Background: an optimization exercise with open tools, aiming at small area. Do not read the settings as production practice. In this exercise RTL edits were held to simulation tests only and were not proved equivalent to the original. Power is estimated from default activity; no workload was simulated.

**run.sh**
```bash
#!/bin/bash
# synth_recipe.tcl (not shown) runs the flow's synth.tcl, then flattens the netlist and writes it again
# the make line also repeats each setting of config.mk as NAME=value (left out here)
make -C /OpenROAD-flow-scripts/flow DESIGN_CONFIG=/design/flow/config.mk WORK_HOME=/design/flow/orfs CLKGATE_MAP_FILE= SYNTH_SCRIPT=/design/flow/synth_recipe.tcl finish
```
**config.mk**
```make
export PLATFORM = sky130hd
export DESIGN_NAME = usb2_ulpi
export DESIGN_NICKNAME = usb2_ulpi
export VERILOG_FILES = /design/flow/design.v
export SDC_FILE = /design/flow/constraint.sdc
export NUM_CORES = 4
export LEC_CHECK = 0
export CAP_MARGIN = 20
export CORE_MARGIN = 2
export CORE_UTILIZATION = 40
export PLACE_DENSITY = 0.6
export SLEW_MARGIN = 20
```
**constraint.sdc**
```tcl
create_clock -name core_clock -period 10.0 [get_ports {phy_clk}]
set_input_delay 2.0000 -clock core_clock [delete_from_list [all_inputs] [get_ports {phy_clk}]]
set_output_delay 2.0000 -clock core_clock [all_outputs]
set_load 0.01 [all_outputs]
```
**design.v**
```verilog
module usb2_ulpi (
input	wire			reset_n,
output	wire			reset_local,
input	wire			opt_disable_all,
input	wire			opt_enable_hs,
input	wire			opt_ignore_vbus,
output	wire			stat_connected,
output	reg				stat_fs,
output	reg				stat_hs,
input	wire			phy_clk,
input	wire	[7:0]	phy_d_in,
output	wire	[7:0]	phy_d_out_mux,
output	wire			phy_d_oe,
input	wire			phy_dir,
output	wire			phy_stp,
input	wire			phy_nxt,
output	wire			pkt_out_act,
output	wire	[7:0]	pkt_out_byte,
output	wire			pkt_out_latch,
output	wire			pkt_in_cts,
output	wire			pkt_in_nxt,
input	wire	[7:0]	pkt_in_byte,
input	wire			pkt_in_latch,
input	wire			pkt_in_stp,
output	wire			se0_reset,
output	wire	[1:0]	dbg_linestate
);
	reg				reset_1, reset_2;
	reg				reset_ulpi;
	assign			reset_local = reset_n & reset_ulpi;
	reg				opt_enable_hs_1, opt_enable_hs_2;
	reg				opt_ignore_vbus_1, opt_ignore_vbus_2;
	reg				phy_dir_1;
	reg		[7:0]	phy_d_out;
	reg		[7:0]	phy_d_next;
	reg				phy_d_sel;
	assign	phy_d_out_mux 	= phy_d_sel ? pkt_in_byte : phy_d_out;
	assign	phy_d_oe = !phy_dir_1;
	reg				phy_stp_out;
	assign			phy_stp			= phy_stp_out ^ pkt_in_stp;
	reg		[7:0]	in_rx_cmd;
	reg				know_recv_packet;				 
	reg		[1:0]	last_line_state;
	wire	[1:0]	line_state	= in_rx_cmd[1:0];
	wire	[1:0]	vbus_state	= in_rx_cmd[3:2];
	wire	[1:0]	rx_event	= in_rx_cmd[5:4];
	wire			vbus_valid	= (vbus_state == 2'b11);
	reg				vbus_valid_1; 
	assign			stat_connected = vbus_valid;	 
	wire			rx_active	= (rx_event[0]);
	reg		[2:0]	tx_cmd_code;					 
	reg		[7:0]	tx_reg_addr;					 
	reg		[7:0]	tx_reg_data_rd;					 
	reg		[7:0]	tx_reg_data_wr;					 
	reg		[3:0]	tx_pid;							 
	parameter [2:0]	TX_CMD_XMIT_NOPID	= 3'b001,	 
					TX_CMD_XMIT_PID		= 3'b101,	
					TX_CMD_REGWR_IMM	= 3'b010,
					TX_CMD_REGWR_EXT	= 3'b110,
					TX_CMD_REGRD_IMM	= 3'b011,
					TX_CMD_REGRD_EXT	= 3'b111;
	assign	pkt_out_latch 	= pkt_out_act & phy_dir & phy_nxt;
	assign	pkt_out_byte 	= pkt_out_latch ? phy_d_in : 8'h0;
	assign	pkt_out_act 	= (rx_active | know_recv_packet) & phy_dir;
	assign	pkt_in_cts		= ~phy_dir & can_send;
	assign	pkt_in_nxt		= phy_nxt && (state == ST_PKT_1 || state == ST_PKT_2);
	reg				pkt_in_latch_defer;
	reg				can_send;
	reg		[3:0]	can_send_delay;
	reg		[6:0]	state;
	reg		[6:0]	state_next;
	parameter [6:0]	ST_RST_0			= 7'd0,
					ST_RST_1			= 7'd1,
					ST_RST_2			= 7'd2,
					ST_RST_3			= 7'd3,
					ST_RST_4			= 7'd4,
					ST_IDLE				= 7'd10,
					ST_RX_0				= 7'd20,
					ST_TXCMD_0			= 7'd30,
					ST_TXCMD_1			= 7'd31,
					ST_TXCMD_2			= 7'd32,
					ST_TXCMD_3			= 7'd33,
					ST_PKT_0			= 7'd40,
					ST_PKT_1			= 7'd41,
					ST_PKT_2			= 7'd42,
					ST_CHIRP_0			= 7'd50,
					ST_CHIRP_1			= 7'd51,
					ST_CHIRP_2			= 7'd52,
					ST_CHIRP_3			= 7'd53,
					ST_CHIRP_4			= 7'd54,
					ST_CHIRP_5			= 7'd55;
	reg		[7:0]	dc;
	reg		[11:0]	dc_wrap;
	wire			se0_bus_reset 	= (dc_wrap == 710); 
	assign			se0_reset		= se0_bus_reset;
	assign 			dbg_linestate = line_state;
always @(posedge phy_clk) begin
	{reset_2, reset_1} <= {reset_1, reset_n};
	{opt_enable_hs_2, opt_enable_hs_1} <= {opt_enable_hs_1, opt_enable_hs};
	{opt_ignore_vbus_2, opt_ignore_vbus_1} <= {opt_ignore_vbus_1, opt_ignore_vbus};
	vbus_valid_1 <= vbus_valid;
	phy_dir_1 <= phy_dir;
	dc <= dc + 1'b1;
	if(can_send) begin 
		if(can_send_delay < stat_hs ? 4'hF : 4'h0) 
			can_send_delay <= can_send_delay + 1'b1;
	end else begin
		can_send_delay <= 0;
	end
	phy_stp_out <= 1'b0;
	phy_d_out <= phy_d_next;
	if(pkt_in_latch) pkt_in_latch_defer <= 1;
	case(state)
	ST_RST_0: begin
		phy_d_out <= 8'h0;
		phy_d_next <= 8'h0;
		phy_stp_out <= 1'b0;
		phy_dir_1 <= 1'b1;
		stat_fs <= 1'b0;
		stat_hs <= 1'b0;
		can_send <= 1'b0;
		vbus_valid_1 <= 1'b0;
		dc <= 0;
		dc_wrap <= 0;
		pkt_in_latch_defer <= 0;
		if(opt_disable_all) 
			state <= ST_RST_0;
		else
			state <= ST_RST_1;
	end
	ST_RST_1: begin
		reset_ulpi <= 1;
		tx_cmd_code <= 		TX_CMD_REGWR_IMM;
		tx_reg_addr <= 		6'h4;
		tx_reg_data_wr <= {	2'b01, 		 
							1'b1, 		 
							2'b00, 		 
							1'b1,		 
							2'b01		 
		};
		if(dc == 255) dc_wrap <= dc_wrap + 1'b1;
		if(~phy_dir & dc_wrap == 2000) begin
			state <= ST_TXCMD_0;	
			state_next <= ST_RST_2;
		end
	end
	ST_RST_2: begin
		if(dc == 255) state <= ST_RST_0;
		if(phy_dir) state <= ST_RST_3;
	end
	ST_RST_3: begin
		if(phy_dir) state <= ST_RX_0;
		state_next <= ST_RST_4;
	end
	ST_RST_4: begin
		tx_cmd_code <= 		TX_CMD_REGWR_IMM;
		tx_reg_addr <= 		6'hA;
		tx_reg_data_wr <= 	8'h0;
		state <= ST_TXCMD_0;
		state_next <= ST_IDLE;
	end
	ST_IDLE: begin
		if(line_state == 2'b00) begin
			if(dc == 255) dc_wrap <= dc_wrap + 1'b1;
		end else begin
			dc_wrap <= 0;
		end
		know_recv_packet <= 0;
		if(phy_dir & ~phy_dir_1) begin
			can_send <= 0;
			know_recv_packet <= phy_nxt;
			dc <= 0;
			state <= ST_RX_0;
			state_next <= ST_IDLE;
		end else begin
			can_send <= 1;
			if(pkt_in_latch | pkt_in_latch_defer) begin	
				state <= ST_PKT_0;
			end else
			if(se0_bus_reset & opt_enable_hs_2) begin
				state <= ST_CHIRP_0;
			end
		end
	end
	ST_RX_0: begin
		if(~phy_nxt) in_rx_cmd <= phy_d_in;
		if(~phy_dir) begin
			state <= state_next;
		end
	end
	ST_TXCMD_0: begin
		if(~tx_cmd_code[2]) begin
			if(~tx_cmd_code[1]) 
				phy_d_next <= {tx_cmd_code[1:0], 6'b0};					 
			else 				
				phy_d_next <= {tx_cmd_code[1:0], tx_reg_addr[5:0]};		 
		end else begin
			if(~tx_cmd_code[1]) 
				phy_d_next <= {tx_cmd_code[1:0], 2'b0, tx_pid[3:0]};	 
			else 				
				phy_d_next <= {tx_cmd_code[1:0], 6'b101111};			 
		end
		if(phy_nxt) begin
			if(tx_cmd_code[0]) begin
				phy_d_out <= 0;
				state <= ST_TXCMD_2;
			end else begin
				phy_d_out <= tx_reg_data_wr;
				phy_d_next <= 0;
				state <= ST_TXCMD_1;	 
			end
		end
		if(~tx_cmd_code[1]) begin
			state <= state_next;
		end
	end
	ST_TXCMD_1: begin
		phy_stp_out <= 1'b1;
		state <= state_next;
	end
	ST_TXCMD_2: begin
		if(phy_dir) state <= ST_TXCMD_3;
	end 
	ST_TXCMD_3: begin
		tx_reg_data_rd <= phy_d_in;
		state <= state_next;
	end
	ST_PKT_0: begin
		tx_cmd_code <= TX_CMD_XMIT_PID;
		tx_pid <= pkt_in_byte[3:0];
		can_send <= 0;
		state <= ST_TXCMD_0;
		state_next <= ST_PKT_1;
	end
	ST_PKT_1: begin
		if(phy_nxt) begin
			state <= ST_PKT_2;
			phy_d_sel <= 1;
		end
	end
	ST_PKT_2: begin
		if(pkt_in_stp) begin
			phy_d_sel <= 0;
			phy_d_out <= 0;
			phy_d_next <= 0;
			pkt_in_latch_defer <= 0;
			state <= ST_IDLE;
		end
	end
	ST_CHIRP_0: begin
		tx_cmd_code <= 		TX_CMD_REGWR_IMM;
		tx_reg_addr <= 		6'h4;
		tx_reg_data_wr <= {	2'b01, 		 
							1'b0, 		 
							2'b10, 		 
							1'b0,		 
							2'b00		 
		};
		state <= ST_TXCMD_0;	
		state_next <= ST_CHIRP_1;
	end
	ST_CHIRP_1: begin
		tx_cmd_code <= 		TX_CMD_XMIT_NOPID;
		tx_reg_addr <= 		6'h4;
		dc_wrap <= 0;
		state <= ST_TXCMD_0;	
		state_next <= ST_CHIRP_2;
	end
	ST_CHIRP_2: begin
		if(phy_nxt) begin
			phy_d_out <= 8'h0;
			phy_d_next <= 8'h0;
			if(dc == 255) dc_wrap <= dc_wrap + 1'b1;
			if(dc_wrap == 600) begin
				phy_stp_out <= 1'b1;
				state <= ST_CHIRP_3;
			end
		end
	end
	ST_CHIRP_3: begin
		if(phy_dir & ~phy_dir_1) begin
			state <= ST_RX_0;
			state_next <= ST_CHIRP_4;
		end
	end
	ST_CHIRP_4: begin
		tx_cmd_code <= 		TX_CMD_REGWR_IMM;
		tx_reg_addr <= 		6'h4;
		tx_reg_data_wr <= {	2'b01, 		 
							1'b0, 		 
							2'b00, 		 
							1'b0,		 
							2'b00		 
		};
		if(~phy_dir && phy_d_in == 8'h0) state <= ST_TXCMD_0;	
		state_next <= ST_CHIRP_5;
	end
	ST_CHIRP_5: begin
		stat_hs <= 1'b1;
		state <= ST_IDLE;
	end
	default: state <= ST_RST_0;
	endcase
	if(~reset_2) begin
		state <= ST_RST_0;
		reset_ulpi <= 1'b0;
		in_rx_cmd <= 8'h0;
		know_recv_packet <= 1'b0;
		tx_cmd_code <= 3'h0;
		tx_reg_addr <= 8'h0;
		tx_reg_data_rd <= 8'h0;
		tx_reg_data_wr <= 8'h0;
		tx_pid <= 4'h0;
		phy_d_sel <= 1'b0;
		state_next <= ST_RST_0;
		can_send_delay <= 4'h0;
		last_line_state <= 2'b00;
	end
	if(~opt_ignore_vbus_2) begin
		if(~vbus_valid & vbus_valid_1) begin
			reset_ulpi <= 0;
			state <= ST_RST_0;
		end
	end
end
endmodule
```
==> run summary <==
==> state kept, by name (all words and copies together), names as in the netlist, 2 cells and up <==
| register | count |
|---|---|
| tx_pid | 4 |
| state | 7 |
| dc | 8 |
| dc_wrap | 12 |
| phy_d_out | 8 |
| tx_cmd_code | 3 |
| tx_reg_data_wr | 3 |
| state_next | 6 |
| tx_reg_addr | 2 |
| in_rx_cmd | 5 |
| phy_d_next | 8 |
==> critical path, cell delays in order <==
cell and delay (ns):
sky130_fd_sc_hd__clkdlybuf4s50_1 0.45, sky130_fd_sc_hd__buf_4 0.24, sky130_fd_sc_hd__o21a_1 0.33, sky130_fd_sc_hd__and3_1 0.20
sky130_fd_sc_hd__clkdlybuf4s50_1 0.54
==> how the worst min path moves through the flow <==
stage / endpoint / start / slack [ns]
6_report: opt_ignore_vbus_2$_DFF_P_ / opt_ignore_vbus_1$_DFF_P_ / 0.33
5_1_grt: opt_ignore_vbus_2$_DFF_P_ / opt_ignore_vbus_1$_DFF_P_ / 0.34
4_1_cts: opt_ignore_vbus_2$_DFF_P_ / opt_ignore_vbus_1$_DFF_P_ / 0.33
3_5_place_dp: opt_ignore_vbus_2$_DFF_P_ / opt_ignore_vbus_1$_DFF_P_ / 0.31
3_3_place_gp: opt_enable_hs_2$_DFF_P_ / opt_enable_hs_1$_DFF_P_ / 0.31
2_1_floorplan: opt_enable_hs_2$_DFF_P_ / opt_enable_hs_1$_DFF_P_ / 0.31
==> per-stage QoR <==
step | hold slack [ns] | util, % | cells | cell area, um^2 | setup slack (ns)
finish | 0.328 | 48.6 | 707 | 5590 | 4.23
CTS | 0.327 | 48.6 | 707 | 5590 | 4.23
global placement | 0.313 | 46.0 | 691 | 5300 | 4.25
floorplan | 0.310 | - | 528 | 4760 | 5.05
detailed placement | 0.313 | 46.0 | 691 | 5300 | 4.23
global route | 0.337 | 48.6 | 707 | 5590 | 4.12
==> metal layers <==
| metal | vias to the layer above | part of all wire, % | global-route usage, % |
|---|---|---|---|
| li1 | 2004 | - | - |
| met1 | 2040 | 43 | 29.7 |
| met2 | 210 | 45 | 35.7 |
| met3 | 46 | 7.4 | 5.36 |
| met4 | 0 | 4.2 | 11.3 |
| met5 | - | 0 | 0 |
==> layout make-up <==
| class | count | share of cell area (%) |
|---|---|---|
| Tap cell | 143 | 3.20 |
| Timing Repair Buffer | 58 | 10.1 |
| Inverter | 11 | 0.738 |
| Multi-Input combinational cell | 398 | 47.7 |
| Clock inverter | 6 | 1.19 |
| Sequential cell | 81 | 32.9 |
| Clock buffer | 10 | 4.09 |
==> cell usage after synthesis, drive strengths merged, types with 8 or more instances <==
library cell and number:
inv 11, a21oi 13, a21boi 11, buf 23, edfxtp 22, nor2b 15, nand3 25, nor3 24
mux2 9, and3 17, nor2 49, nand2 43, xor2 10, nand2b 10, o21ai 22, o211ai 8
nand4 8, dfxtp 59, mux2i 15, xnor2 8, clkbuf 15
==> kinds of logic (layout without fill, tap and decap cells) <==
kind of cell,after synthesis,in the layout
simple gates,239,239
compound gates,111,111
flops,81,81
buf+inv,49,85
mux,24,24
xor+xnor,18,18
fa+ha+maj,4,4
other cells,1,2
==> power by group through the flow <==
stage / Sequential [mW] / Combinational [mW] / Clock [mW]
after floorplan: 0.362 / 0.0366 / 0
after global placement: 0.367 / 0.0583 / 0
after detailed placement: 0.367 / 0.0586 / 0
after CTS: 0.360 / 0.0589 / 0.342
after global routing: 0.362 / 0.0640 / 0.357
final: 0.360 / 0.0587 / 0.337
==> implementation parameters <==
Parameter                              Value

Critical path
  RR Startpoint    state[4]$_DFF_P_
  Worst setup EP type    output port
  Highest fanout seen on the critical path    17
  WS Path Type    input pin to output port
  Worst-case register-to-register setup slack    approximately 7.0 ns
  Data required, critical path    about 8 ns
  Worst setup path end    pkt_out_byte[7]
  Type of origin of the critical path    input pin
  Arrival time of the worst setup path    between 3 and 4 ns
  Cell depth of the worst flop-to-flop path    5
  Launching element of the worst setup path    phy_dir
  Capture instance of the worst register-to-register path    phy_d_out[4]$_DFF_P_

Yosys
  Synthesis-stage register bit count    between 80 and 90
  Multiplexer share of the synthesized area    under 10%
  Post-synthesis compound-gate area fraction    ~18%
  Cell area after synthesis    approximately 0.0048 mm^2
  Dominant combinational cell family by area after synthesis    simple AND/OR/NAND/NOR gates
  Netlist cell types    73
  Async set-or-reset flop fraction in the synthesized netlist    0%
  Simple logic cell fraction of the synthesized area    about 28%
  Ys Warns    1
  Leading area contributor after synthesis    sky130_fd_sc_hd__dfxtp_1
  Sequential cell area fraction in the yosys report    38.7%
  Synthesized area per cell    about 9 um^2
  Xor and xnor area share after synthesis    3.31%
  Adder-Cell Fraction of Synth Area    between 1 and 1.5%
  Largest cells by area after synthesis    sky130_fd_sc_hd__dfxtp_1 25%, sky130_fd_sc_hd__edfxtp_1 14%, sky130_fd_sc_hd__nor2_1 3.9%
  Share of Yosys cell area claimed by the top area cell type    approximately 25%
  EDFF count, synth    22
  Most frequently used flop master after synthesis    sky130_fd_sc_hd__dfxtp_1
  Cell count after synthesis    between 500 and 600

STA
  Remaining max-slew budget at the tightest pin    between 30% and 40%
  Measured slew at the worst slew-check pin    between 0.9 and 1 ns
  Max Freq    ~0.17 GHz
  Fin. max-slew vios    0
  Final setup violation count    0
  Endpoints failing hold    0
  RSZ-0062 raised after global routing    false
  Minimum period implied by the final worst setup slack    5.77 ns
  Final worst-path cycle share    ~58%
  Clock Skew    roughly 0.011 ns
  Sum Neg Setup Slack    0 ns

Clock network
  Hold-fix buffers, CTS    0
  Count of H-tree levels built during CTS    3
  CTS tree    built
  Maximum clock insertion buffer count    2
  Clock transition at the registers of the reported paths    0.06 ns
  Gates resized, CTS repair    0
  Later-pin clock latency in the skew report    roughly 0.35 ns
  Number of sinks handled by clock tree synthesis    81
  TritonCTS buffer count    9
  Root Buffer Master    sky130_fd_sc_hd__clkbuf_16
  Number of setup buffers added after CTS    0

Layout
  Highest-count cells in the layout ignoring fill and taps    59 x sky130_fd_sc_hd__dfxtp_1, 52 x sky130_fd_sc_hd__clkdlybuf4s50_1, 49 x sky130_fd_sc_hd__nor2_1, 43 x sky130_fd_sc_hd__nand2_1, 25 x sky130_fd_sc_hd__nand3_1
  Most common cell after layout, fill and taps aside    sky130_fd_sc_hd__dfxtp_1
  Multi-input gate area in the final layout    about 0.0027 mm^2
  Fill cell instance count of the final layout    1107
  P&R area growth vs syn    17.6%
  Register area    between 0.0015 and 0.002 mm^2
  # nets final    about 590
  Fraction of final layout cells with drive strength greater than 1    under 10%
  Number of antenna diodes    0

Pwr
  Static Leakage    1.97 nW
  Fraction of power consumed by sequential logic    between 40% and 50%
  Switching Fraction    between 20% and 30%
  Peak ir drop on the vdd network    around 0.094 mV
  Part of the power in the clock network    between 40% and 50%
  PwrDens    between 100 and 150 mW/mm^2
  Combinational cell fraction of total power    7.8%
  P_int    approximately 570 uW
  Power spent charging and discharging nets    ~180 uW
  Power after layout    756 uW

Floorplan
  Number of top-level pins    54
  Std-Cell Rows    39
  Initial cell density of the core    41.3%
  Floorplan die height    around 110 um
  Die Outline Area    around 0.013 mm^2
  Horizontal die dimension    113 um
  Placeable Area    0.0115 mm^2

Global route
  Via count of the first global-routing pass    around 4100
  Global-route wire length before repair    22600 um
  Maximum number of pins on one net before global-route repair    32
  Aggregate global-route resource usage    around 23%
  GRT Residual Overflow    0
  Number of antenna violations at the first check in global routing    0

Flow run
  Maximum capacitance violations    0

Outcome
  Outcome  no timing/DRC/antenna violations

Detailed routing
  Number of nets still failing antenna checks after routing    0
  Number of optimization iterations in the first detailed-route pass    15
  Via/cell ratio    just over 6
  1st-iter DRT viols    between 300 and 400
  Final wirelength    approximately 14000 um
  Vias after detailed routing    4300
  Per-cell routed wire length    roughly 20 um
  DRC violations left    0

Worst hold path
  Path class of the lowest-slack min-delay path    flip-flop to flip-flop
  Worst hold stages    0

Placed design
  HPWL reported at the end of detailed placement    between 10000 and 15000 um
  Routability cong.    about 0.96
  Count of port buffers added during placement    52

port drivers added, routing unchanged:
Ports are ideal in the flow. The routed layout listed here was re-timed in OpenROAD. Step 1 sets driving cells, clkbuf_16 on the clock port and buf_2 on the other inputs (assumed; they add their load-dependent delay and slew). Step 2, shift: input delay + t, output delay - t, t = (earliest + latest rising clock arrival at the registers) / 2. This alone moves slack from input paths to output paths. Three values: ideal ports, drivers, drivers and shift; two values: the first two.
t, ns: 0.387
setup WS [ns]: 4.226 / 4.203 / 4.203
hold WS [ns]: 0.328 / 0.328 / 0.328
worst slew at a driven data input, ns: 0.04
cell pins on the clock port's net: 1
After both steps setup and hold are still met in this run. For this run, drivers alone change the setup slack by -0.023 ns; drivers and shift together by -0.023 ns.
